What follows belongs to an exercise in optimizing a design on an open flow for small area and a short achievable clock period; a production flow would make more cautious choices. RTL that was checked went through simulation tests only; none was proved equivalent to the original. No functional check of the RTL was part of run 2.

`flow/design.v`:
```
`timescale 1ns/10ps
module cs_fa(input a, input b, input c, output s, output co);
  assign s = a ^ b ^ c;
  assign co = (a & b) | (a & c) | (b & c);
endmodule
module cs_ha(input a, input b, output s, output co);
  assign s = a ^ b;
  assign co = a & b;
endmodule
module cs_hb(input a, input b, output s, output co);
  assign s = ~(a ^ b);
  assign co = a | b;
endmodule
module cs_xor(input a, input b, output y);
  assign y = a ^ b;
endmodule
module cs_xnor(input a, input b, output y);
  assign y = ~(a ^ b);
endmodule
module cs_maj(input a, input b, input c, output y);
  assign y = (a & b) | (a & c) | (b & c);
endmodule
module cs_and(input a, input b, output y);
  assign y = a & b;
endmodule
module cs_or(input a, input b, output y);
  assign y = a | b;
endmodule
module cs_inv(input a, output y);
  assign y = ~a;
endmodule
module cs_nand(input a, input b, output y);
  assign y = ~(a & b);
endmodule
module cs_orn(input a, input b, output y);
  assign y = a | ~b;
endmodule
module cs_o21a(input a, input b, input c, output y);
  assign y = (a | b) & c;
endmodule
module cs_nand3(input a, input b, input c, output y);
  assign y = ~(a & b & c);
endmodule
module cs_nor3(input a, input b, input c, output y);
  assign y = ~(a | b | c);
endmodule
module cs_or3(input a, input b, input c, output y);
  assign y = a | b | c;
endmodule
module cs_and9(input [8:0] a, output y, output ny);
  assign y = &a;
  assign ny = ~(&a);
endmodule
module cs_ao222i(input a0, input b0, input a1, input b1, input a2, input b2, output y);
  assign y = ~((a0 & b0) | (a1 & b1) | (a2 & b2));
endmodule
module cs_and3(input a, input b, input c, output y);
  assign y = a & b & c;
endmodule
module cs_o221a(input a1, input a2, input b1, input b2, input c, output y);
  assign y = (a1 | a2) & (b1 | b2) & c;
endmodule
module cs_mux(input s, input a, input b, output y);
  assign y = s ? b : a;
endmodule
module cs_ge(input [4:0] h, output g1, output g2);
  assign g1 = h[4] | (h[3] & (h[2] | h[1] | h[0]));
  assign g2 = h[4] & (h[3] | h[2] | h[1]);
endmodule
module cs_add5(input [4:0] a, input [4:0] b, output [4:0] s);
  assign s = a + b;
endmodule
module cs_add8(input [7:0] a, input [7:0] b, output [7:0] s);
  assign s = a + b;
endmodule
module cs_add13(input [12:0] a, input [12:0] b, output [12:0] s);
  assign s = a + b;
endmodule
module CS(Y, X, reset, clk);
input clk, reset;
input [7:0] X;
output reg [9:0] Y;
reg [3:0] count;                  
reg [7:0] w0, w1, w2, w3, w4, w5, w6, w7, w8;    
reg [7:0] q;                      
reg [3:0] r;                      
wire full = (count == 4'd9);
wire en = full & ~reset;
wire [7:0] qn;
wire [3:0] rn;
wire [9:0] Yd;
always @(posedge clk) begin
  w0 <= X; w1 <= w0; w2 <= w1; w3 <= w2; w4 <= w3;
  w5 <= w4; w6 <= w5; w7 <= w6; w8 <= w7;
end
always @(posedge clk) begin
  if (reset) count <= 4'd0;
  else if (!full) count <= count + 4'd1;
end
always @(posedge clk) begin
  if (reset) begin q <= 8'd0; r <= 4'd0; end
  else begin q <= qn; r <= rn; end
end
always @(posedge clk) Y <= Yd;
wire n1, n2, n3, n4, n5, n6, n7, n8, n9, n10, n11, n12, n13, n14, n15, n16, n17, n18, n19, n20, n21, n22, n23, n24, n25, n26, n27, n28, n29, n30, n31, n32, n33, n34, n35, n36, n37, n38, n39, n40, n41, n42, n43, n44, n45, n46, n47, n48, n49, n50, n51, n52, n53, n54, n55, n56, n57, n58, n59, n60, n61, n62, n63, n64, n65, n66, n67, n68, n69, n70, n71, n72, n73, n74, n75, n76, n77, n78, n79, n80, n81, n82, n83, n84, n85, n86, n87, n88, n89, n90, n91, n92, n93, n94, n95, n96, n97, n98, n99, n100, n101, n102, n103, n104, n105, n106, n107, n108, n109, n110, n111, n112, n113, n114, n115, n116, n117, n118, n119, n120, n121, n122, n123, n124, n125, n126, n127, n128, n129, n130, n131, n132, n133, n134, n135, n136, n137, n138, n139, n140, n141, n142, n143, n144, n145, n146, n147, n148, n149, n150, n151, n152, n153, n154, n155, n156, n157, n158, n159, n160, n161, n162, n163, n164, n165, n166, n167, n168, n169, n170, n171, n172, n173, n174, n175, n176, n177, n178, n179, n180, n181, n182, n183, n184, n185, n186, n187, n188, n189, n190, n191, n192, n193, n194, n195, n196, n197, n198, n199, n200, n201, n202, n203, n204, n205, n206, n207, n208, n209, n210, n211, n212, n213, n214, n215, n216, n217, n218, n219, n220, n221, n222, n223, n224, n225, n226, n227, n228, n229, n230, n231, n232, n233, n234, n235, n236, n237, n238, n239, n240, n241, n242, n243, n244, n245, n246, n247, n248, n249, n250, n251, n252, n253, n254, n255, n256, n257, n258, n259, n260, n261, n262, n263, n264, n265, n266, n267, n268, n269, n270, n271, n272, n273, n274, n275, n276, n277, n278, n279, n280, n281, n282, n283, n284, n285, n286, n287, n288, n289, n290, n291, n292, n293, n294, n295, n296, n297, n298, n299, n300, n301, n302, n303, n304, n305, n306, n307, n308, n309, n310, n311, n312, n313, n314, n315, n316, n317, n318, n319, n320, n321, n322, n323, n324, n325, n326, n327, n328, n329, n330, n331, n332, n333, n334, n335, n336, n337, n338, n339, n340, n341, n342, n343, n344, n345, n346, n347, n348, n349, n350, n351, n352, n353, n354, n355, n356, n357, n358, n359, n360, n361, n362, n363, n364, n365, n366, n367, n368, n369, n370, n371, n372, n373, n374, n375, n376, n377, n378, n379, n380, n381, n382, n383, n384, n385, n386, n387, n388, n389, n390, n391, n392, n393, n394, n395, n396, n397, n398, n399, n400, n401, n402, n403, n404, n405, n406, n407, n408, n409, n410, n411, n412, n413, n414, n415, n416, n417, n418, n419, n420, n421, n422, n423, n424, n425, n426, n427, n428, n429, n430, n431, n432, n433, n434, n435, n436, n437, n438, n439, n440, n441, n442, n443, n444, n445, n446, n447, n448, n449, n450, n451, n452, n453, n454, n455;
cs_and u0 (.a(w8[0]), .b(full), .y(n1));
cs_and u1 (.a(w8[1]), .b(full), .y(n2));
cs_and u2 (.a(w8[2]), .b(full), .y(n3));
cs_and u3 (.a(w8[3]), .b(full), .y(n4));
cs_and u4 (.a(w8[4]), .b(full), .y(n5));
cs_and u5 (.a(w8[5]), .b(full), .y(n6));
cs_and u6 (.a(w8[6]), .b(full), .y(n7));
cs_and u7 (.a(w8[7]), .b(full), .y(n8));
cs_inv u8 (.a(n1), .y(n9));
cs_inv u9 (.a(n2), .y(n10));
cs_inv u10 (.a(n3), .y(n11));
cs_inv u11 (.a(n7), .y(n12));
cs_inv u12 (.a(n8), .y(n13));
cs_inv u13 (.a(r[0]), .y(n14));
cs_fa u14 (.a(n14), .b(n4), .c(n9), .s(n15), .co(n16));
cs_fa u15 (.a(r[1]), .b(r[0]), .c(n5), .s(n17), .co(n18));
cs_fa u16 (.a(n10), .b(n13), .c(n17), .s(n19), .co(n20));
cs_fa u17 (.a(r[2]), .b(n6), .c(n11), .s(n21), .co(n22));
cs_fa u18 (.a(n18), .b(n21), .c(n20), .s(n23), .co(n24));
cs_fa u19 (.a(r[3]), .b(n22), .c(n24), .s(n25), .co(n26));
cs_ha u20 (.a(n12), .b(n15), .s(n27), .co(n28));
cs_fa u21 (.a(n16), .b(n19), .c(n28), .s(n29), .co(n30));
cs_ha u22 (.a(n23), .b(n30), .s(n31), .co(n32));
cs_ha u23 (.a(n25), .b(n32), .s(n33), .co(n34));
cs_xor u24 (.a(n26), .b(n34), .y(n35));
cs_ge u25 (.h({n35, n33, n31, n29, n27}), .g1(n36), .g2(n37));
cs_fa u26 (.a(n27), .b(n36), .c(n37), .s(n38), .co(n39));
cs_fa u27 (.a(n29), .b(n36), .c(n37), .s(n40), .co(n41));
cs_fa u28 (.a(n31), .b(n36), .c(n37), .s(n42), .co(n43));
cs_ha u29 (.a(n39), .b(n40), .s(n44), .co(n45));
cs_fa u30 (.a(n41), .b(n42), .c(n45), .s(n46), .co(n47));
cs_fa u31 (.a(n33), .b(n43), .c(n47), .s(n48), .co(n49));
cs_inv u32 (.a(X[3]), .y(n50));
cs_inv u33 (.a(X[4]), .y(n51));
cs_inv u34 (.a(X[5]), .y(n52));
cs_ha u35 (.a(n38), .b(X[0]), .s(n53), .co(n54));
cs_fa u36 (.a(X[1]), .b(X[7]), .c(n51), .s(n55), .co(n56));
cs_ha u37 (.a(X[2]), .b(n52), .s(n57), .co(n58));
cs_ha u38 (.a(X[6]), .b(n50), .s(n59), .co(n60));
cs_fa u39 (.a(n44), .b(n54), .c(n55), .s(n61), .co(n62));
cs_fa u40 (.a(n57), .b(n56), .c(n46), .s(n63), .co(n64));
cs_ha u41 (.a(n58), .b(n48), .s(n65), .co(n66));
cs_add5 u42 (.a({n66, n65, n63, n61, n53}), .b({1'b0, n64, n62, n60, n59}), .s({n71, n70, n69, n68, n67}));
cs_ge u43 (.h({n71, n70, n69, n68, n67}), .g1(n72), .g2(n73));
cs_fa u44 (.a(n67), .b(n72), .c(n73), .s(n74), .co(n75));
cs_fa u45 (.a(n68), .b(n72), .c(n73), .s(n76), .co(n77));
cs_fa u46 (.a(n69), .b(n72), .c(n73), .s(n78), .co(n79));
cs_ha u47 (.a(n75), .b(n76), .s(n80), .co(n81));
cs_fa u48 (.a(n77), .b(n78), .c(n81), .s(n82), .co(n83));
cs_fa u49 (.a(n70), .b(n79), .c(n83), .s(n84), .co(n85));
cs_inv u50 (.a(n4), .y(n86));
cs_inv u51 (.a(n5), .y(n87));
cs_inv u52 (.a(n6), .y(n88));
cs_inv u53 (.a(q[1]), .y(n89));
cs_inv u54 (.a(q[5]), .y(n90));
cs_inv u55 (.a(q[6]), .y(n91));
cs_inv u56 (.a(q[7]), .y(n92));
cs_fa u57 (.a(q[0]), .b(n86), .c(n12), .s(n93), .co(n94));
cs_ha u58 (.a(n36), .b(n37), .s(n95), .co(n96));
cs_fa u59 (.a(n89), .b(n87), .c(n12), .s(n97), .co(n98));
cs_ha u60 (.a(n13), .b(X[4]), .s(n99), .co(n100));
cs_fa u61 (.a(q[2]), .b(q[1]), .c(n88), .s(n101), .co(n102));
cs_fa u62 (.a(n12), .b(n13), .c(X[5]), .s(n103), .co(n104));
cs_fa u63 (.a(n93), .b(n95), .c(X[3]), .s(n105), .co(n106));
cs_fa u64 (.a(n97), .b(n94), .c(n96), .s(n107), .co(n108));
cs_ha u65 (.a(X[6]), .b(X[7]), .s(n109), .co(n110));
cs_fa u66 (.a(n101), .b(n98), .c(X[6]), .s(n111), .co(n112));
cs_fa u67 (.a(X[7]), .b(n100), .c(n103), .s(n113), .co(n114));
cs_fa u68 (.a(q[3]), .b(n13), .c(n102), .s(n115), .co(n116));
cs_ha u69 (.a(X[7]), .b(n104), .s(n117), .co(n118));
cs_ha u70 (.a(X[6]), .b(n105), .s(n119), .co(n120));
cs_fa u71 (.a(n107), .b(n99), .c(n109), .s(n121), .co(n122));
cs_fa u72 (.a(n108), .b(n110), .c(n111), .s(n123), .co(n124));
cs_fa u73 (.a(n115), .b(n112), .c(n117), .s(n125), .co(n126));
cs_ha u74 (.a(q[4]), .b(n116), .s(n127), .co(n128));
cs_ha u75 (.a(n119), .b(n72), .s(n129), .co(n130));
cs_fa u76 (.a(n106), .b(n121), .c(n120), .s(n131), .co(n132));
cs_fa u77 (.a(n122), .b(n113), .c(n123), .s(n133), .co(n134));
cs_fa u78 (.a(n114), .b(n124), .c(n125), .s(n135), .co(n136));
cs_fa u79 (.a(n127), .b(n118), .c(n126), .s(n137), .co(n138));
cs_ha u80 (.a(n90), .b(n128), .s(n139), .co(n140));
cs_ha u81 (.a(q[5]), .b(n91), .s(n141), .co(n142));
cs_ha u82 (.a(q[6]), .b(n92), .s(n143), .co(n144));
cs_add8 u83 (.a({n143, n141, n139, n137, n135, n133, n131, n73}), .b({n142, n140, n138, n136, n134, n132, n130, n129}), .s({n152, n151, n150, n149, n148, n147, n146, n145}));
cs_inv u84 (.a(q[0]), .y(n153));
cs_inv u85 (.a(q[1]), .y(n154));
cs_inv u86 (.a(q[2]), .y(n155));
cs_inv u87 (.a(q[3]), .y(n156));
cs_inv u88 (.a(q[4]), .y(n157));
cs_inv u89 (.a(q[5]), .y(n158));
cs_inv u90 (.a(q[6]), .y(n159));
cs_inv u91 (.a(q[7]), .y(n160));
cs_inv u92 (.a(q[0]), .y(n161));
cs_inv u93 (.a(q[1]), .y(n162));
cs_inv u94 (.a(q[2]), .y(n163));
cs_inv u95 (.a(q[3]), .y(n164));
cs_inv u96 (.a(q[4]), .y(n165));
cs_inv u97 (.a(q[5]), .y(n166));
cs_inv u98 (.a(q[6]), .y(n167));
cs_inv u99 (.a(q[7]), .y(n168));
cs_inv u100 (.a(q[0]), .y(n169));
cs_inv u101 (.a(q[1]), .y(n170));
cs_inv u102 (.a(q[2]), .y(n171));
cs_inv u103 (.a(q[3]), .y(n172));
cs_inv u104 (.a(q[4]), .y(n173));
cs_inv u105 (.a(q[5]), .y(n174));
cs_inv u106 (.a(q[6]), .y(n175));
cs_inv u107 (.a(q[7]), .y(n176));
cs_and u108 (.a(w0[0]), .b(n153), .y(n177));
cs_maj u109 (.a(w0[1]), .b(n154), .c(n177), .y(n178));
cs_maj u110 (.a(w0[2]), .b(n155), .c(n178), .y(n179));
cs_maj u111 (.a(w0[3]), .b(n156), .c(n179), .y(n180));
cs_maj u112 (.a(w0[4]), .b(n157), .c(n180), .y(n181));
cs_maj u113 (.a(w0[5]), .b(n158), .c(n181), .y(n182));
cs_maj u114 (.a(w0[6]), .b(n159), .c(n182), .y(n183));
cs_maj u115 (.a(w0[7]), .b(n160), .c(n183), .y(n184));
cs_and u116 (.a(w1[0]), .b(n153), .y(n185));
cs_maj u117 (.a(w1[1]), .b(n154), .c(n185), .y(n186));
cs_maj u118 (.a(w1[2]), .b(n155), .c(n186), .y(n187));
cs_maj u119 (.a(w1[3]), .b(n156), .c(n187), .y(n188));
cs_maj u120 (.a(w1[4]), .b(n157), .c(n188), .y(n189));
cs_maj u121 (.a(w1[5]), .b(n158), .c(n189), .y(n190));
cs_maj u122 (.a(w1[6]), .b(n159), .c(n190), .y(n191));
cs_maj u123 (.a(w1[7]), .b(n160), .c(n191), .y(n192));
cs_and u124 (.a(w2[0]), .b(n153), .y(n193));
cs_maj u125 (.a(w2[1]), .b(n154), .c(n193), .y(n194));
cs_maj u126 (.a(w2[2]), .b(n155), .c(n194), .y(n195));
cs_maj u127 (.a(w2[3]), .b(n156), .c(n195), .y(n196));
cs_maj u128 (.a(w2[4]), .b(n157), .c(n196), .y(n197));
cs_maj u129 (.a(w2[5]), .b(n158), .c(n197), .y(n198));
cs_maj u130 (.a(w2[6]), .b(n159), .c(n198), .y(n199));
cs_maj u131 (.a(w2[7]), .b(n160), .c(n199), .y(n200));
cs_and u132 (.a(w3[0]), .b(n161), .y(n201));
cs_maj u133 (.a(w3[1]), .b(n162), .c(n201), .y(n202));
cs_maj u134 (.a(w3[2]), .b(n163), .c(n202), .y(n203));
cs_maj u135 (.a(w3[3]), .b(n164), .c(n203), .y(n204));
cs_maj u136 (.a(w3[4]), .b(n165), .c(n204), .y(n205));
cs_maj u137 (.a(w3[5]), .b(n166), .c(n205), .y(n206));
cs_maj u138 (.a(w3[6]), .b(n167), .c(n206), .y(n207));
cs_maj u139 (.a(w3[7]), .b(n168), .c(n207), .y(n208));
cs_and u140 (.a(w4[0]), .b(n161), .y(n209));
cs_maj u141 (.a(w4[1]), .b(n162), .c(n209), .y(n210));
cs_maj u142 (.a(w4[2]), .b(n163), .c(n210), .y(n211));
cs_maj u143 (.a(w4[3]), .b(n164), .c(n211), .y(n212));
cs_maj u144 (.a(w4[4]), .b(n165), .c(n212), .y(n213));
cs_maj u145 (.a(w4[5]), .b(n166), .c(n213), .y(n214));
cs_maj u146 (.a(w4[6]), .b(n167), .c(n214), .y(n215));
cs_maj u147 (.a(w4[7]), .b(n168), .c(n215), .y(n216));
cs_and u148 (.a(w5[0]), .b(n161), .y(n217));
cs_maj u149 (.a(w5[1]), .b(n162), .c(n217), .y(n218));
cs_maj u150 (.a(w5[2]), .b(n163), .c(n218), .y(n219));
cs_maj u151 (.a(w5[3]), .b(n164), .c(n219), .y(n220));
cs_maj u152 (.a(w5[4]), .b(n165), .c(n220), .y(n221));
cs_maj u153 (.a(w5[5]), .b(n166), .c(n221), .y(n222));
cs_maj u154 (.a(w5[6]), .b(n167), .c(n222), .y(n223));
cs_maj u155 (.a(w5[7]), .b(n168), .c(n223), .y(n224));
cs_and u156 (.a(w6[0]), .b(n169), .y(n225));
cs_maj u157 (.a(w6[1]), .b(n170), .c(n225), .y(n226));
cs_maj u158 (.a(w6[2]), .b(n171), .c(n226), .y(n227));
cs_maj u159 (.a(w6[3]), .b(n172), .c(n227), .y(n228));
cs_maj u160 (.a(w6[4]), .b(n173), .c(n228), .y(n229));
cs_maj u161 (.a(w6[5]), .b(n174), .c(n229), .y(n230));
cs_maj u162 (.a(w6[6]), .b(n175), .c(n230), .y(n231));
cs_maj u163 (.a(w6[7]), .b(n176), .c(n231), .y(n232));
cs_and u164 (.a(w7[0]), .b(n169), .y(n233));
cs_maj u165 (.a(w7[1]), .b(n170), .c(n233), .y(n234));
cs_maj u166 (.a(w7[2]), .b(n171), .c(n234), .y(n235));
cs_maj u167 (.a(w7[3]), .b(n172), .c(n235), .y(n236));
cs_maj u168 (.a(w7[4]), .b(n173), .c(n236), .y(n237));
cs_maj u169 (.a(w7[5]), .b(n174), .c(n237), .y(n238));
cs_maj u170 (.a(w7[6]), .b(n175), .c(n238), .y(n239));
cs_maj u171 (.a(w7[7]), .b(n176), .c(n239), .y(n240));
cs_and u172 (.a(w8[0]), .b(n169), .y(n241));
cs_maj u173 (.a(w8[1]), .b(n170), .c(n241), .y(n242));
cs_maj u174 (.a(w8[2]), .b(n171), .c(n242), .y(n243));
cs_maj u175 (.a(w8[3]), .b(n172), .c(n243), .y(n244));
cs_maj u176 (.a(w8[4]), .b(n173), .c(n244), .y(n245));
cs_maj u177 (.a(w8[5]), .b(n174), .c(n245), .y(n246));
cs_maj u178 (.a(w8[6]), .b(n175), .c(n246), .y(n247));
cs_maj u179 (.a(w8[7]), .b(n176), .c(n247), .y(n248));
cs_inv u180 (.a(n184), .y(n249));
cs_inv u181 (.a(n192), .y(n250));
cs_inv u182 (.a(n200), .y(n251));
cs_inv u183 (.a(n208), .y(n252));
cs_inv u184 (.a(n216), .y(n253));
cs_inv u185 (.a(n224), .y(n254));
cs_inv u186 (.a(n232), .y(n255));
cs_inv u187 (.a(n240), .y(n256));
cs_inv u188 (.a(n248), .y(n257));
cs_and u189 (.a(w0[7]), .b(w0[6]), .y(n258));
cs_and u190 (.a(w1[7]), .b(w1[6]), .y(n259));
cs_and u191 (.a(w2[7]), .b(w2[6]), .y(n260));
cs_and u192 (.a(w3[7]), .b(w3[6]), .y(n261));
cs_and u193 (.a(w4[7]), .b(w4[6]), .y(n262));
cs_and u194 (.a(w5[7]), .b(w5[6]), .y(n263));
cs_and u195 (.a(w6[7]), .b(w6[6]), .y(n264));
cs_and u196 (.a(w7[7]), .b(w7[6]), .y(n265));
cs_and u197 (.a(w8[7]), .b(w8[6]), .y(n266));
cs_ao222i u198 (.a0(n249), .b0(w0[7]), .a1(n250), .b1(w1[7]), .a2(n251), .b2(w2[7]), .y(n267));
cs_ao222i u199 (.a0(n252), .b0(w3[7]), .a1(n253), .b1(w4[7]), .a2(n254), .b2(w5[7]), .y(n268));
cs_ao222i u200 (.a0(n255), .b0(w6[7]), .a1(n256), .b1(w7[7]), .a2(n257), .b2(w8[7]), .y(n269));
cs_and3 u201 (.a(n267), .b(n268), .c(n269), .y(n270));
cs_nand3 u202 (.a(n267), .b(n268), .c(n269), .y(n271));
cs_ao222i u203 (.a0(n249), .b0(n258), .a1(n250), .b1(n259), .a2(n251), .b2(n260), .y(n272));
cs_ao222i u204 (.a0(n252), .b0(n261), .a1(n253), .b1(n262), .a2(n254), .b2(n263), .y(n273));
cs_ao222i u205 (.a0(n255), .b0(n264), .a1(n256), .b1(n265), .a2(n257), .b2(n266), .y(n274));
cs_and3 u206 (.a(n272), .b(n273), .c(n274), .y(n275));
cs_nand3 u207 (.a(n272), .b(n273), .c(n274), .y(n276));
cs_ao222i u208 (.a0(n249), .b0(w0[6]), .a1(n250), .b1(w1[6]), .a2(n251), .b2(w2[6]), .y(n277));
cs_ao222i u209 (.a0(n252), .b0(w3[6]), .a1(n253), .b1(w4[6]), .a2(n254), .b2(w5[6]), .y(n278));
cs_ao222i u210 (.a0(n255), .b0(w6[6]), .a1(n256), .b1(w7[6]), .a2(n257), .b2(w8[6]), .y(n279));
cs_and3 u211 (.a(n277), .b(n278), .c(n279), .y(n280));
cs_nand3 u212 (.a(n277), .b(n278), .c(n279), .y(n281));
cs_o21a u213 (.a(n271), .b(n280), .c(n275), .y(n282));
cs_inv u214 (.a(n282), .y(n283));
cs_o221a u215 (.a1(w0[7]), .a2(n270), .b1(w0[6]), .b2(n282), .c(n249), .y(n284));
cs_o221a u216 (.a1(w1[7]), .a2(n270), .b1(w1[6]), .b2(n282), .c(n250), .y(n285));
cs_o221a u217 (.a1(w2[7]), .a2(n270), .b1(w2[6]), .b2(n282), .c(n251), .y(n286));
cs_o221a u218 (.a1(w3[7]), .a2(n270), .b1(w3[6]), .b2(n282), .c(n252), .y(n287));
cs_o221a u219 (.a1(w4[7]), .a2(n270), .b1(w4[6]), .b2(n282), .c(n253), .y(n288));
cs_o221a u220 (.a1(w5[7]), .a2(n270), .b1(w5[6]), .b2(n282), .c(n254), .y(n289));
cs_o221a u221 (.a1(w6[7]), .a2(n270), .b1(w6[6]), .b2(n282), .c(n255), .y(n290));
cs_o221a u222 (.a1(w7[7]), .a2(n270), .b1(w7[6]), .b2(n282), .c(n256), .y(n291));
cs_o221a u223 (.a1(w8[7]), .a2(n270), .b1(w8[6]), .b2(n282), .c(n257), .y(n292));
cs_and u224 (.a(w0[5]), .b(w0[4]), .y(n293));
cs_and u225 (.a(w1[5]), .b(w1[4]), .y(n294));
cs_and u226 (.a(w2[5]), .b(w2[4]), .y(n295));
cs_and u227 (.a(w3[5]), .b(w3[4]), .y(n296));
cs_and u228 (.a(w4[5]), .b(w4[4]), .y(n297));
cs_and u229 (.a(w5[5]), .b(w5[4]), .y(n298));
cs_and u230 (.a(w6[5]), .b(w6[4]), .y(n299));
cs_and u231 (.a(w7[5]), .b(w7[4]), .y(n300));
cs_and u232 (.a(w8[5]), .b(w8[4]), .y(n301));
cs_ao222i u233 (.a0(n284), .b0(w0[5]), .a1(n285), .b1(w1[5]), .a2(n286), .b2(w2[5]), .y(n302));
cs_ao222i u234 (.a0(n287), .b0(w3[5]), .a1(n288), .b1(w4[5]), .a2(n289), .b2(w5[5]), .y(n303));
cs_ao222i u235 (.a0(n290), .b0(w6[5]), .a1(n291), .b1(w7[5]), .a2(n292), .b2(w8[5]), .y(n304));
cs_and3 u236 (.a(n302), .b(n303), .c(n304), .y(n305));
cs_nand3 u237 (.a(n302), .b(n303), .c(n304), .y(n306));
cs_ao222i u238 (.a0(n284), .b0(n293), .a1(n285), .b1(n294), .a2(n286), .b2(n295), .y(n307));
cs_ao222i u239 (.a0(n287), .b0(n296), .a1(n288), .b1(n297), .a2(n289), .b2(n298), .y(n308));
cs_ao222i u240 (.a0(n290), .b0(n299), .a1(n291), .b1(n300), .a2(n292), .b2(n301), .y(n309));
cs_and3 u241 (.a(n307), .b(n308), .c(n309), .y(n310));
cs_nand3 u242 (.a(n307), .b(n308), .c(n309), .y(n311));
cs_ao222i u243 (.a0(n284), .b0(w0[4]), .a1(n285), .b1(w1[4]), .a2(n286), .b2(w2[4]), .y(n312));
cs_ao222i u244 (.a0(n287), .b0(w3[4]), .a1(n288), .b1(w4[4]), .a2(n289), .b2(w5[4]), .y(n313));
cs_ao222i u245 (.a0(n290), .b0(w6[4]), .a1(n291), .b1(w7[4]), .a2(n292), .b2(w8[4]), .y(n314));
cs_and3 u246 (.a(n312), .b(n313), .c(n314), .y(n315));
cs_nand3 u247 (.a(n312), .b(n313), .c(n314), .y(n316));
cs_o21a u248 (.a(n306), .b(n315), .c(n310), .y(n317));
cs_inv u249 (.a(n317), .y(n318));
cs_o221a u250 (.a1(w0[5]), .a2(n305), .b1(w0[4]), .b2(n317), .c(n284), .y(n319));
cs_o221a u251 (.a1(w1[5]), .a2(n305), .b1(w1[4]), .b2(n317), .c(n285), .y(n320));
cs_o221a u252 (.a1(w2[5]), .a2(n305), .b1(w2[4]), .b2(n317), .c(n286), .y(n321));
cs_o221a u253 (.a1(w3[5]), .a2(n305), .b1(w3[4]), .b2(n317), .c(n287), .y(n322));
cs_o221a u254 (.a1(w4[5]), .a2(n305), .b1(w4[4]), .b2(n317), .c(n288), .y(n323));
cs_o221a u255 (.a1(w5[5]), .a2(n305), .b1(w5[4]), .b2(n317), .c(n289), .y(n324));
cs_o221a u256 (.a1(w6[5]), .a2(n305), .b1(w6[4]), .b2(n317), .c(n290), .y(n325));
cs_o221a u257 (.a1(w7[5]), .a2(n305), .b1(w7[4]), .b2(n317), .c(n291), .y(n326));
cs_o221a u258 (.a1(w8[5]), .a2(n305), .b1(w8[4]), .b2(n317), .c(n292), .y(n327));
cs_and u259 (.a(w0[3]), .b(w0[2]), .y(n328));
cs_and u260 (.a(w1[3]), .b(w1[2]), .y(n329));
cs_and u261 (.a(w2[3]), .b(w2[2]), .y(n330));
cs_and u262 (.a(w3[3]), .b(w3[2]), .y(n331));
cs_and u263 (.a(w4[3]), .b(w4[2]), .y(n332));
cs_and u264 (.a(w5[3]), .b(w5[2]), .y(n333));
cs_and u265 (.a(w6[3]), .b(w6[2]), .y(n334));
cs_and u266 (.a(w7[3]), .b(w7[2]), .y(n335));
cs_and u267 (.a(w8[3]), .b(w8[2]), .y(n336));
cs_ao222i u268 (.a0(n319), .b0(w0[3]), .a1(n320), .b1(w1[3]), .a2(n321), .b2(w2[3]), .y(n337));
cs_ao222i u269 (.a0(n322), .b0(w3[3]), .a1(n323), .b1(w4[3]), .a2(n324), .b2(w5[3]), .y(n338));
cs_ao222i u270 (.a0(n325), .b0(w6[3]), .a1(n326), .b1(w7[3]), .a2(n327), .b2(w8[3]), .y(n339));
cs_and3 u271 (.a(n337), .b(n338), .c(n339), .y(n340));
cs_nand3 u272 (.a(n337), .b(n338), .c(n339), .y(n341));
cs_ao222i u273 (.a0(n319), .b0(n328), .a1(n320), .b1(n329), .a2(n321), .b2(n330), .y(n342));
cs_ao222i u274 (.a0(n322), .b0(n331), .a1(n323), .b1(n332), .a2(n324), .b2(n333), .y(n343));
cs_ao222i u275 (.a0(n325), .b0(n334), .a1(n326), .b1(n335), .a2(n327), .b2(n336), .y(n344));
cs_and3 u276 (.a(n342), .b(n343), .c(n344), .y(n345));
cs_nand3 u277 (.a(n342), .b(n343), .c(n344), .y(n346));
cs_ao222i u278 (.a0(n319), .b0(w0[2]), .a1(n320), .b1(w1[2]), .a2(n321), .b2(w2[2]), .y(n347));
cs_ao222i u279 (.a0(n322), .b0(w3[2]), .a1(n323), .b1(w4[2]), .a2(n324), .b2(w5[2]), .y(n348));
cs_ao222i u280 (.a0(n325), .b0(w6[2]), .a1(n326), .b1(w7[2]), .a2(n327), .b2(w8[2]), .y(n349));
cs_and3 u281 (.a(n347), .b(n348), .c(n349), .y(n350));
cs_nand3 u282 (.a(n347), .b(n348), .c(n349), .y(n351));
cs_o21a u283 (.a(n341), .b(n350), .c(n345), .y(n352));
cs_inv u284 (.a(n352), .y(n353));
cs_o221a u285 (.a1(w0[3]), .a2(n340), .b1(w0[2]), .b2(n352), .c(n319), .y(n354));
cs_o221a u286 (.a1(w1[3]), .a2(n340), .b1(w1[2]), .b2(n352), .c(n320), .y(n355));
cs_o221a u287 (.a1(w2[3]), .a2(n340), .b1(w2[2]), .b2(n352), .c(n321), .y(n356));
cs_o221a u288 (.a1(w3[3]), .a2(n340), .b1(w3[2]), .b2(n352), .c(n322), .y(n357));
cs_o221a u289 (.a1(w4[3]), .a2(n340), .b1(w4[2]), .b2(n352), .c(n323), .y(n358));
cs_o221a u290 (.a1(w5[3]), .a2(n340), .b1(w5[2]), .b2(n352), .c(n324), .y(n359));
cs_o221a u291 (.a1(w6[3]), .a2(n340), .b1(w6[2]), .b2(n352), .c(n325), .y(n360));
cs_o221a u292 (.a1(w7[3]), .a2(n340), .b1(w7[2]), .b2(n352), .c(n326), .y(n361));
cs_o221a u293 (.a1(w8[3]), .a2(n340), .b1(w8[2]), .b2(n352), .c(n327), .y(n362));
cs_and u294 (.a(w0[1]), .b(w0[0]), .y(n363));
cs_and u295 (.a(w1[1]), .b(w1[0]), .y(n364));
cs_and u296 (.a(w2[1]), .b(w2[0]), .y(n365));
cs_and u297 (.a(w3[1]), .b(w3[0]), .y(n366));
cs_and u298 (.a(w4[1]), .b(w4[0]), .y(n367));
cs_and u299 (.a(w5[1]), .b(w5[0]), .y(n368));
cs_and u300 (.a(w6[1]), .b(w6[0]), .y(n369));
cs_and u301 (.a(w7[1]), .b(w7[0]), .y(n370));
cs_and u302 (.a(w8[1]), .b(w8[0]), .y(n371));
cs_ao222i u303 (.a0(n354), .b0(w0[1]), .a1(n355), .b1(w1[1]), .a2(n356), .b2(w2[1]), .y(n372));
cs_ao222i u304 (.a0(n357), .b0(w3[1]), .a1(n358), .b1(w4[1]), .a2(n359), .b2(w5[1]), .y(n373));
cs_ao222i u305 (.a0(n360), .b0(w6[1]), .a1(n361), .b1(w7[1]), .a2(n362), .b2(w8[1]), .y(n374));
cs_and3 u306 (.a(n372), .b(n373), .c(n374), .y(n375));
cs_nand3 u307 (.a(n372), .b(n373), .c(n374), .y(n376));
cs_ao222i u308 (.a0(n354), .b0(n363), .a1(n355), .b1(n364), .a2(n356), .b2(n365), .y(n377));
cs_ao222i u309 (.a0(n357), .b0(n366), .a1(n358), .b1(n367), .a2(n359), .b2(n368), .y(n378));
cs_ao222i u310 (.a0(n360), .b0(n369), .a1(n361), .b1(n370), .a2(n362), .b2(n371), .y(n379));
cs_and3 u311 (.a(n377), .b(n378), .c(n379), .y(n380));
cs_nand3 u312 (.a(n377), .b(n378), .c(n379), .y(n381));
cs_ao222i u313 (.a0(n354), .b0(w0[0]), .a1(n355), .b1(w1[0]), .a2(n356), .b2(w2[0]), .y(n382));
cs_ao222i u314 (.a0(n357), .b0(w3[0]), .a1(n358), .b1(w4[0]), .a2(n359), .b2(w5[0]), .y(n383));
cs_ao222i u315 (.a0(n360), .b0(w6[0]), .a1(n361), .b1(w7[0]), .a2(n362), .b2(w8[0]), .y(n384));
cs_and3 u316 (.a(n382), .b(n383), .c(n384), .y(n385));
cs_nand3 u317 (.a(n382), .b(n383), .c(n384), .y(n386));
cs_o21a u318 (.a(n376), .b(n385), .c(n380), .y(n387));
cs_inv u319 (.a(n387), .y(n388));
cs_ha u320 (.a(q[0]), .b(q[3]), .s(n389), .co(n390));
cs_ha u321 (.a(q[1]), .b(q[4]), .s(n391), .co(n392));
cs_ha u322 (.a(q[2]), .b(q[5]), .s(n393), .co(n394));
cs_ha u323 (.a(q[3]), .b(q[6]), .s(n395), .co(n396));
cs_ha u324 (.a(q[4]), .b(q[7]), .s(n397), .co(n398));
cs_ha u325 (.a(r[3]), .b(n389), .s(n399), .co(n400));
cs_fa u326 (.a(n391), .b(n390), .c(n318), .s(n401), .co(n402));
cs_fa u327 (.a(n393), .b(n392), .c(n306), .s(n403), .co(n404));
cs_fa u328 (.a(n395), .b(n394), .c(n283), .s(n405), .co(n406));
cs_fa u329 (.a(n397), .b(n396), .c(n271), .s(n407), .co(n408));
cs_ha u330 (.a(q[5]), .b(n398), .s(n409), .co(n410));
cs_ha u331 (.a(q[0]), .b(r[0]), .s(n411), .co(n412));
cs_fa u332 (.a(q[1]), .b(r[1]), .c(n376), .s(n413), .co(n414));
cs_fa u333 (.a(q[2]), .b(r[2]), .c(n353), .s(n415), .co(n416));
cs_fa u334 (.a(n399), .b(n341), .c(n388), .s(n417), .co(n418));
cs_fa u335 (.a(n400), .b(n401), .c(n376), .s(n419), .co(n420));
cs_fa u336 (.a(n403), .b(n402), .c(n353), .s(n421), .co(n422));
cs_fa u337 (.a(n405), .b(n404), .c(n341), .s(n423), .co(n424));
cs_fa u338 (.a(n407), .b(n406), .c(n318), .s(n425), .co(n426));
cs_fa u339 (.a(n409), .b(n408), .c(n306), .s(n427), .co(n428));
cs_fa u340 (.a(q[6]), .b(n410), .c(n283), .s(n429), .co(n430));
cs_ha u341 (.a(q[7]), .b(n271), .s(n431), .co(n432));
cs_add13 u342 (.a({1'b0, n432, n431, n429, n427, n425, n423, n421, n419, n417, n415, n413, n388}), .b({1'b0, 1'b0, n430, n428, n426, n424, n422, n420, n418, n416, n414, n412, n411}), .s({n445, n444, n443, n442, n441, n440, n439, n438, n437, n436, n435, n434, n433}));
cs_and u343 (.a(n436), .b(en), .y(n446));
cs_and u344 (.a(n437), .b(en), .y(n447));
cs_and u345 (.a(n438), .b(en), .y(n448));
cs_and u346 (.a(n439), .b(en), .y(n449));
cs_and u347 (.a(n440), .b(en), .y(n450));
cs_and u348 (.a(n441), .b(en), .y(n451));
cs_and u349 (.a(n442), .b(en), .y(n452));
cs_and u350 (.a(n443), .b(en), .y(n453));
cs_and u351 (.a(n444), .b(en), .y(n454));
cs_and u352 (.a(n445), .b(en), .y(n455));
assign qn[0] = n145;
assign qn[1] = n146;
assign qn[2] = n147;
assign qn[3] = n148;
assign qn[4] = n149;
assign qn[5] = n150;
assign qn[6] = n151;
assign qn[7] = n152;
assign rn[0] = n74;
assign rn[1] = n80;
assign rn[2] = n82;
assign rn[3] = n84;
assign Yd[0] = n446;
assign Yd[1] = n447;
assign Yd[2] = n448;
assign Yd[3] = n449;
assign Yd[4] = n450;
assign Yd[5] = n451;
assign Yd[6] = n452;
assign Yd[7] = n453;
assign Yd[8] = n454;
assign Yd[9] = n455;
endmodule
```
`flow/flow/run.sh`:
```
#!/bin/bash
# The standard layout (standard.sh), with two changes to how it is made:
#  - ORFS's timing repair aims at a setup slack of 13.5 ns at the design's clock
#    period (SETUP_SLACK_MARGIN), so repair_timing sizes and buffers critical paths;
#  - every input and output port still gets a buffer, of cell sky130_fd_sc_hd__buf_2.
set -e
export SETUP_SLACK_MARGIN=13.5
export BUFFER_PORTS_ARGS="-buffer_cell sky130_fd_sc_hd__buf_2"
bash standard.sh > standard.log 2>&1
```
`flow/standard.sh`:
```
#!/bin/bash
# synth_recipe.tcl (not shown) runs the flow's synth.tcl, then flattens the netlist and writes it again
# the make line also repeats each setting of config.mk as NAME=value (left out here)
make -C /OpenROAD-flow-scripts/flow DESIGN_CONFIG=/design/flow/config.mk WORK_HOME=/design/flow/orfs CLKGATE_MAP_FILE= SYNTH_SCRIPT=/design/flow/synth_recipe.tcl "${@:-finish}"
```
`flow/config.mk`:
```
export PLATFORM = sky130hd
export DESIGN_NAME = CS
export DESIGN_NICKNAME = CS
export VERILOG_FILES = /design/flow/design.v
export SDC_FILE = /design/flow/constraint.sdc
export NUM_CORES = 4
export LEC_CHECK = 0
export CAP_MARGIN = 20
export CORE_MARGIN = 2
export CORE_UTILIZATION = 40
export CTS_BUF_LIST = sky130_fd_sc_hd__clkbuf_8
export SLEW_MARGIN = 20
export SYNTH_HIERARCHICAL = 1
export SYNTH_MINIMUM_KEEP_SIZE = 0
```
`flow/constraint.sdc`:
```
create_clock -name core_clock -period 23.0 [get_ports {clk}]
set_input_delay 4.6000 -clock core_clock [delete_from_list [all_inputs] [get_ports {clk}]]
set_output_delay 4.6000 -clock core_clock [all_outputs]
set_load 0.01 [all_outputs]
```
==> flow_summary.toml, run 1 <==
[status]
status = "no timing/DRC/antenna violations"

[cells_and_area]
drive_above_1_share = 0.220
layout_common_cells = "96 x dfxtp_1, 64 x and2_1, 63 x maj3_2"
diodes = 0
area_delta_synth_final_pct = 11.7
nets = 754
final_util = 0.453
final_common_cell = "dfxtp_1"

[routing]
drt_wl_total_um = 15900
routed_via_density = 5.58
drc = 0
dr.first_iter.drc_count = 486
ant_nets = 0
dr.pass1.iters = 6
wl_per_cell_um = 18.4
dr_total_vias = 4822

[setup_path]
crit_fanout = 10
endpoint_kind = "flop"
cpPeakStageDelay_ps = 500
worst_setup_path_start_kind = "flop"
crit_slowest_cell = "fa_1"
cp_data_required_time_ps = 23290
crit_top_cell = "maj3_2"
cp.arrival_ps = 9440
criticalPathCategory = "reg2reg"

[die]
initial_core_util = 0.405
die_h_um = 133
rows = 47
dieArea_sq_mm = 0.0177
coreArea_sq_mm = 0.0165
die_w_um = 133
ios = 20

[global_routing]
grt_pass1_wl_um = 25500
globalRouteTotalUtil = 0.183
grt_max_degree = 18
first_global_vias = 4956
antenna_found_initial = 0
grt_remaining_overflow = 0

[clock_network]
clockBufferDepth = 2
numCtsBuffers = 9
cts.sinks = 98
cts_root_buf = "clkbuf_8"
htreeDepth = 3
clock_latency_ps = 400
cts.clk_slew.worst_paths_ps = 100
cts_tree = "done"
holdBufCountCts = 0

[min_path]
min_path_type = "reg2reg"

[place]
dp_hpwl_um = 12800
gp_congestion = 0.892
numPortBuffers = 19

[timing]
slew_violations = 0
fmax_ghz = 0.109
rsz0062_at_grt = "true"
clock_skew_ps = 15.2
hold_violations = 0
min_period_ps = 9150
fin_setup_tns_ps = 0
post-route-period-util = 0.398
setup_viol = 0

[synthesis]
ys_warn_count = 7
synth_area_sq_mm = 0.00667
synthCells = 598
syn_area_per_cell_sq_um = 11.2

[flow_run]
cap_viol_max_count = 0
## path summary, 6_finish.rpt
path / startpoint / end / slack (ps) / cells after the start
worst max-delay path: q[0] / Y[7] / 13850 / 34
worst min-delay path: w1[0] / w2[0] / 380 / 0
worst max register to register: q[0] / Y[7] / 13850 / 34
worst min register to register: w1[0] / w2[0] / 380 / 0
## what timing repair did
| item | in CTS | in global routing |
|---|---|---|
| setup buffers | 3 | 5 |
| resized for setup | 5 | 21 |
| setup endpoints to repair | 8 | 8 |
| gates cloned | 0 | 1 |
| pin swaps | 6 | 12 |
## layer usage
metal  GRT usage  up-vias  wire length [um]
li1            -     2276                 -
met4      0.0721        0               325
met5           0        -                 0
met2       0.306      148              7720
met1       0.242     2375              7150
met3      0.0266       23               715
## worst max-delay path, delay by kind of cell, from the launching register on
kind	cells	cell delay (ps)
AOI/OAI and AO/OA	14	3830
xor gates and xnor gates	1	150
adders and majority gates	9	3110
buffers and inverters	4	580
DFF	1	400
and+or+nand+nor	6	980
## registers in the layout, summed over array words and instances (netlist names)
name	count
Y	10
count	4
q	8
r	4
w0	8
w1	8
w2	8
w3	8
w4	8
w5	8
w6	8
w7	8
w8	8
## per-stage QoR
stage	area, sq um	instances	hold slack, ps	setup WS [ps]
finish	7450	864	381	13850
global route	7450	864	391	13460
CTS	7280	858	381	13570
detailed placement	7050	839	364	13000
global placement	7050	839	368	13080
floorplan	6690	601	354	14360
## final cells by class
| class | count | area, sq um |
|---|---|---|
| Clock buffer | 10 | 138 |
| Clock inverter | 6 | 66.3 |
| Fill cell | 1555 | 9010 |
| Inverter | 64 | 240 |
| Multi-Input combinational cell | 439 | 4610 |
| Sequential cell | 98 | 1970 |
| Tap cell | 220 | 275 |
| Timing Repair Buffer | 27 | 155 |
==> run 2, diff against run 1 <==
--- a/flow/design.v
+++ b/flow/design.v
@@ -84,6 +84,12 @@
 reg [7:0] w0, w1, w2, w3, w4, w5, w6, w7, w8;    
 reg [7:0] q;                      
 reg [3:0] r;                      
+wire nz = (count != 4'd0);
+wire [7:0] qz = q & {8{nz}};
+wire [3:0] rz = r & {4{nz}};
+always @(posedge clk) begin
+  q <= qn; r <= rn;
+end
 wire full = (count == 4'd9);
 wire en = full & ~reset;
 wire [7:0] qn;
@@ -97,10 +103,6 @@
   if (reset) count <= 4'd0;
   else if (!full) count <= count + 4'd1;
 end
-always @(posedge clk) begin
-  if (reset) begin q <= 8'd0; r <= 4'd0; end
-  else begin q <= qn; r <= rn; end
-end
 always @(posedge clk) Y <= Yd;
 wire n1, n2, n3, n4, n5, n6, n7, n8, n9, n10, n11, n12, n13, n14, n15, n16, n17, n18, n19, n20, n21, n22, n23, n24, n25, n26, n27, n28, n29, n30, n31, n32, n33, n34, n35, n36, n37, n38, n39, n40, n41, n42, n43, n44, n45, n46, n47, n48, n49, n50, n51, n52, n53, n54, n55, n56, n57, n58, n59, n60, n61, n62, n63, n64, n65, n66, n67, n68, n69, n70, n71, n72, n73, n74, n75, n76, n77, n78, n79, n80, n81, n82, n83, n84, n85, n86, n87, n88, n89, n90, n91, n92, n93, n94, n95, n96, n97, n98, n99, n100, n101, n102, n103, n104, n105, n106, n107, n108, n109, n110, n111, n112, n113, n114, n115, n116, n117, n118, n119, n120, n121, n122, n123, n124, n125, n126, n127, n128, n129, n130, n131, n132, n133, n134, n135, n136, n137, n138, n139, n140, n141, n142, n143, n144, n145, n146, n147, n148, n149, n150, n151, n152, n153, n154, n155, n156, n157, n158, n159, n160, n161, n162, n163, n164, n165, n166, n167, n168, n169, n170, n171, n172, n173, n174, n175, n176, n177, n178, n179, n180, n181, n182, n183, n184, n185, n186, n187, n188, n189, n190, n191, n192, n193, n194, n195, n196, n197, n198, n199, n200, n201, n202, n203, n204, n205, n206, n207, n208, n209, n210, n211, n212, n213, n214, n215, n216, n217, n218, n219, n220, n221, n222, n223, n224, n225, n226, n227, n228, n229, n230, n231, n232, n233, n234, n235, n236, n237, n238, n239, n240, n241, n242, n243, n244, n245, n246, n247, n248, n249, n250, n251, n252, n253, n254, n255, n256, n257, n258, n259, n260, n261, n262, n263, n264, n265, n266, n267, n268, n269, n270, n271, n272, n273, n274, n275, n276, n277, n278, n279, n280, n281, n282, n283, n284, n285, n286, n287, n288, n289, n290, n291, n292, n293, n294, n295, n296, n297, n298, n299, n300, n301, n302, n303, n304, n305, n306, n307, n308, n309, n310, n311, n312, n313, n314, n315, n316, n317, n318, n319, n320, n321, n322, n323, n324, n325, n326, n327, n328, n329, n330, n331, n332, n333, n334, n335, n336, n337, n338, n339, n340, n341, n342, n343, n344, n345, n346, n347, n348, n349, n350, n351, n352, n353, n354, n355, n356, n357, n358, n359, n360, n361, n362, n363, n364, n365, n366, n367, n368, n369, n370, n371, n372, n373, n374, n375, n376, n377, n378, n379, n380, n381, n382, n383, n384, n385, n386, n387, n388, n389, n390, n391, n392, n393, n394, n395, n396, n397, n398, n399, n400, n401, n402, n403, n404, n405, n406, n407, n408, n409, n410, n411, n412, n413, n414, n415, n416, n417, n418, n419, n420, n421, n422, n423, n424, n425, n426, n427, n428, n429, n430, n431, n432, n433, n434, n435, n436, n437, n438, n439, n440, n441, n442, n443, n444, n445, n446, n447, n448, n449, n450, n451, n452, n453, n454, n455;
 cs_and u0 (.a(w8[0]), .b(full), .y(n1));
@@ -116,13 +118,13 @@
 cs_inv u10 (.a(n3), .y(n11));
 cs_inv u11 (.a(n7), .y(n12));
 cs_inv u12 (.a(n8), .y(n13));
-cs_inv u13 (.a(r[0]), .y(n14));
+cs_inv u13 (.a(rz[0]), .y(n14));
 cs_fa u14 (.a(n14), .b(n4), .c(n9), .s(n15), .co(n16));
-cs_fa u15 (.a(r[1]), .b(r[0]), .c(n5), .s(n17), .co(n18));
+cs_fa u15 (.a(rz[1]), .b(rz[0]), .c(n5), .s(n17), .co(n18));
 cs_fa u16 (.a(n10), .b(n13), .c(n17), .s(n19), .co(n20));
-cs_fa u17 (.a(r[2]), .b(n6), .c(n11), .s(n21), .co(n22));
+cs_fa u17 (.a(rz[2]), .b(n6), .c(n11), .s(n21), .co(n22));
 cs_fa u18 (.a(n18), .b(n21), .c(n20), .s(n23), .co(n24));
-cs_fa u19 (.a(r[3]), .b(n22), .c(n24), .s(n25), .co(n26));
+cs_fa u19 (.a(rz[3]), .b(n22), .c(n24), .s(n25), .co(n26));
 cs_ha u20 (.a(n12), .b(n15), .s(n27), .co(n28));
 cs_fa u21 (.a(n16), .b(n19), .c(n28), .s(n29), .co(n30));
 cs_ha u22 (.a(n23), .b(n30), .s(n31), .co(n32));
@@ -156,36 +158,36 @@
 cs_inv u50 (.a(n4), .y(n86));
 cs_inv u51 (.a(n5), .y(n87));
 cs_inv u52 (.a(n6), .y(n88));
-cs_inv u53 (.a(q[1]), .y(n89));
-cs_inv u54 (.a(q[5]), .y(n90));
-cs_inv u55 (.a(q[6]), .y(n91));
-cs_inv u56 (.a(q[7]), .y(n92));
-cs_fa u57 (.a(q[0]), .b(n86), .c(n12), .s(n93), .co(n94));
+cs_inv u53 (.a(qz[1]), .y(n89));
+cs_inv u54 (.a(qz[5]), .y(n90));
+cs_inv u55 (.a(qz[6]), .y(n91));
+cs_inv u56 (.a(qz[7]), .y(n92));
+cs_fa u57 (.a(qz[0]), .b(n86), .c(n12), .s(n93), .co(n94));
 cs_ha u58 (.a(n36), .b(n37), .s(n95), .co(n96));
 cs_fa u59 (.a(n89), .b(n87), .c(n12), .s(n97), .co(n98));
 cs_ha u60 (.a(n13), .b(X[4]), .s(n99), .co(n100));
-cs_fa u61 (.a(q[2]), .b(q[1]), .c(n88), .s(n101), .co(n102));
+cs_fa u61 (.a(qz[2]), .b(qz[1]), .c(n88), .s(n101), .co(n102));
 cs_fa u62 (.a(n12), .b(n13), .c(X[5]), .s(n103), .co(n104));
 cs_fa u63 (.a(n93), .b(n95), .c(X[3]), .s(n105), .co(n106));
 cs_fa u64 (.a(n97), .b(n94), .c(n96), .s(n107), .co(n108));
 cs_ha u65 (.a(X[6]), .b(X[7]), .s(n109), .co(n110));
 cs_fa u66 (.a(n101), .b(n98), .c(X[6]), .s(n111), .co(n112));
 cs_fa u67 (.a(X[7]), .b(n100), .c(n103), .s(n113), .co(n114));
-cs_fa u68 (.a(q[3]), .b(n13), .c(n102), .s(n115), .co(n116));
+cs_fa u68 (.a(qz[3]), .b(n13), .c(n102), .s(n115), .co(n116));
 cs_ha u69 (.a(X[7]), .b(n104), .s(n117), .co(n118));
 cs_ha u70 (.a(X[6]), .b(n105), .s(n119), .co(n120));
 cs_fa u71 (.a(n107), .b(n99), .c(n109), .s(n121), .co(n122));
 cs_fa u72 (.a(n108), .b(n110), .c(n111), .s(n123), .co(n124));
 cs_fa u73 (.a(n115), .b(n112), .c(n117), .s(n125), .co(n126));
-cs_ha u74 (.a(q[4]), .b(n116), .s(n127), .co(n128));
+cs_ha u74 (.a(qz[4]), .b(n116), .s(n127), .co(n128));
 cs_ha u75 (.a(n119), .b(n72), .s(n129), .co(n130));
 cs_fa u76 (.a(n106), .b(n121), .c(n120), .s(n131), .co(n132));
 cs_fa u77 (.a(n122), .b(n113), .c(n123), .s(n133), .co(n134));
 cs_fa u78 (.a(n114), .b(n124), .c(n125), .s(n135), .co(n136));
 cs_fa u79 (.a(n127), .b(n118), .c(n126), .s(n137), .co(n138));
 cs_ha u80 (.a(n90), .b(n128), .s(n139), .co(n140));
-cs_ha u81 (.a(q[5]), .b(n91), .s(n141), .co(n142));
-cs_ha u82 (.a(q[6]), .b(n92), .s(n143), .co(n144));
+cs_ha u81 (.a(qz[5]), .b(n91), .s(n141), .co(n142));
+cs_ha u82 (.a(qz[6]), .b(n92), .s(n143), .co(n144));
 cs_add8 u83 (.a({n143, n141, n139, n137, n135, n133, n131, n73}), .b({n142, n140, n138, n136, n134, n132, n130, n129}), .s({n152, n151, n150, n149, n148, n147, n146, n145}));
 cs_inv u84 (.a(q[0]), .y(n153));
 cs_inv u85 (.a(q[1]), .y(n154));
==> flow_summary.toml, run 2 <==
[setup_path]
worst_setup_path_start_kind = "flop"
cp_data_required_time_ps = 23300
endpoint_kind = "flop"
crit_fanout = 10
cp.arrival_ps = 9560
criticalPathCategory = "reg2reg"
r2r_slack_ps = 13740
crit_top_cell = "maj3_2"
cpPeakStageDelay_ps = 500
crit_slowest_cell = "fa_1"

[routing]
drc = 0
drt_wl_total_um = 16300
wl_per_cell_um = 18.7
dr_total_vias = 4899
ant_nets = 0
dr.pass1.iters = 8
routed_via_density = 5.61
dr.first_iter.drc_count = 436

[cells_and_area]
layoutNonFillerInstCount = 874
final_common_cell = "dfxtp_1"
largest_register = "Y"
nFillCells = 1548
diodes = 0
layout_common_cells = "96 x dfxtp_1, 66 x inv_1, 63 x and2_1, 63 x maj3_2"
nets = 765
largest_register_ffs = 10
final_util = 0.452
area_delta_synth_final_pct = 11.0
finish.instance_area_sq_mm = 0.00744
drive_above_1_share = 0.205

[timing]
slew_violations = 0
worstMarginPinSlew_ps = 778
setup_viol = 0
fmax_ghz = 0.108
post-route-period-util = 0.403
hold_violations = 0
relSlewSlack = 0.479
fin_setup_tns_ps = 0
min_period_ps = 9260
rsz0062_at_grt = "false"
clock_skew_ps = 14.3

[clock_network]
htreeDepth = 3
cts.clk_slew.worst_paths_ps = 100
clockBufferDepth = 2
clock_latency_ps = 400
numCtsBuffers = 9
cts_tree = "done"
cts_root_buf = "clkbuf_8"
holdBufCountCts = 0
cts.sinks = 98

[die]
rows = 47
die_h_um = 133
dieArea_sq_mm = 0.0178
ios = 20
die_w_um = 133
initial_core_util = 0.407
coreArea_sq_mm = 0.0165

[synthesis]
ys_warn_count = 7
synth_area_sq_mm = 0.00670
synthCells = 610
syn_area_per_cell_sq_um = 11.0

[place]
dp_hpwl_um = 13000
place_area_sq_mm = 0.00708
numPortBuffers = 19
gp_congestion = 0.940
placed_cells = 851

[global_routing]
antenna_found_initial = 2
grt_pass1_wl_um = 26400
grt_max_degree = 17
first_global_vias = 5130
globalRouteTotalUtil = 0.189
grt_remaining_overflow = 0

[status]
status = "no timing/DRC/antenna violations"

[min_path]
min_path_type = "reg2reg"

[flow_run]
cap_viol_max_count = 0
run 2: metal layers:
layer | share of wire | GRT usage | wire length, um
met1 | 0.45 | 0.245 | 7330
met2 | 0.49 | 0.317 | 8060
met3 | 0.043 | 0.0476 | 705
met4 | 0.014 | 0.0467 | 236
met5 | 0.00073 | 0 | 12
run 2: area by class of cell:
class / instances / area (sq um) / area share
Clock buffer: 10 / 138 / 0.0185
Multi-Input combinational cell: 449 / 4610 / 0.619
Inverter: 66 / 248 / 0.0333
Timing Repair Buffer: 25 / 140 / 0.0188
Clock inverter: 6 / 66.3 / 0.00891
Sequential cell: 98 / 1970 / 0.264
Tap cell: 220 / 275 / 0.0370
run 2: final timing paths:
| kind | from | end | cells after the start |
|---|---|---|---|
| worst max register to register | q[0] | Y[9] | 34 |
| worst max-delay path | q[0] | Y[9] | 34 |
| worst min-delay path | w2[0] | w3[0] | 0 |
| worst min register to register | w2[0] | w3[0] | 0 |
run 2: worst max-delay path: cells and delay by family, from the launching register on:
family	cells	cell delay, ps
xor+xnor	1	150
fa+ha+maj	9	3150
buf+inv	4	600
compound gates	13	3620
flops	1	390
simple gates	7	1250
run 2: metrics by stage:
step | setup WS (ps) | hold WS, ps
floorplan | 14380 | 354
global placement | 13120 | 366
detailed placement | 12930 | 374
CTS | 13540 | 387
global route | 13470 | 388
finish | 13740 | 382
run 2: repair_timing:
action	in CTS	in global routing
buffers inserted	5	1
resized for setup	5	18
hold endpoints to repair	0	0
cloned	0	1
endpoints found under the setup margin	8	7
pin swaps	7	10

[separate check: timing with driven ports]
In the flow no input, the clock included, has a driving cell. The finished layouts below were timed again as built, in two steps.
Step 1 sets driving cells, clkbuf_16 on the clock port and buf_2 on the other inputs (assumed; they add their load-dependent delay and slew).
Step 2 moves the port delays by t, midway between the first and last clock arrival at a register: inputs arrive t later, outputs are due t later. That takes back most of the time a late clock gives input paths.
Three values: no drivers, after step 1, after step 2; two values: the first two.
run | t (ns) | setup WS [ns] | worst setup path at the end | worst slew at a driven data input, ns
run 1 | 0.425 | 13.851 / 13.851 / 13.851 | register to register | 0.04
run 2 | 0.432 | 13.741 / 13.741 / 13.741 | register to register | 0.03
After both steps setup and hold are still met in every run listed.
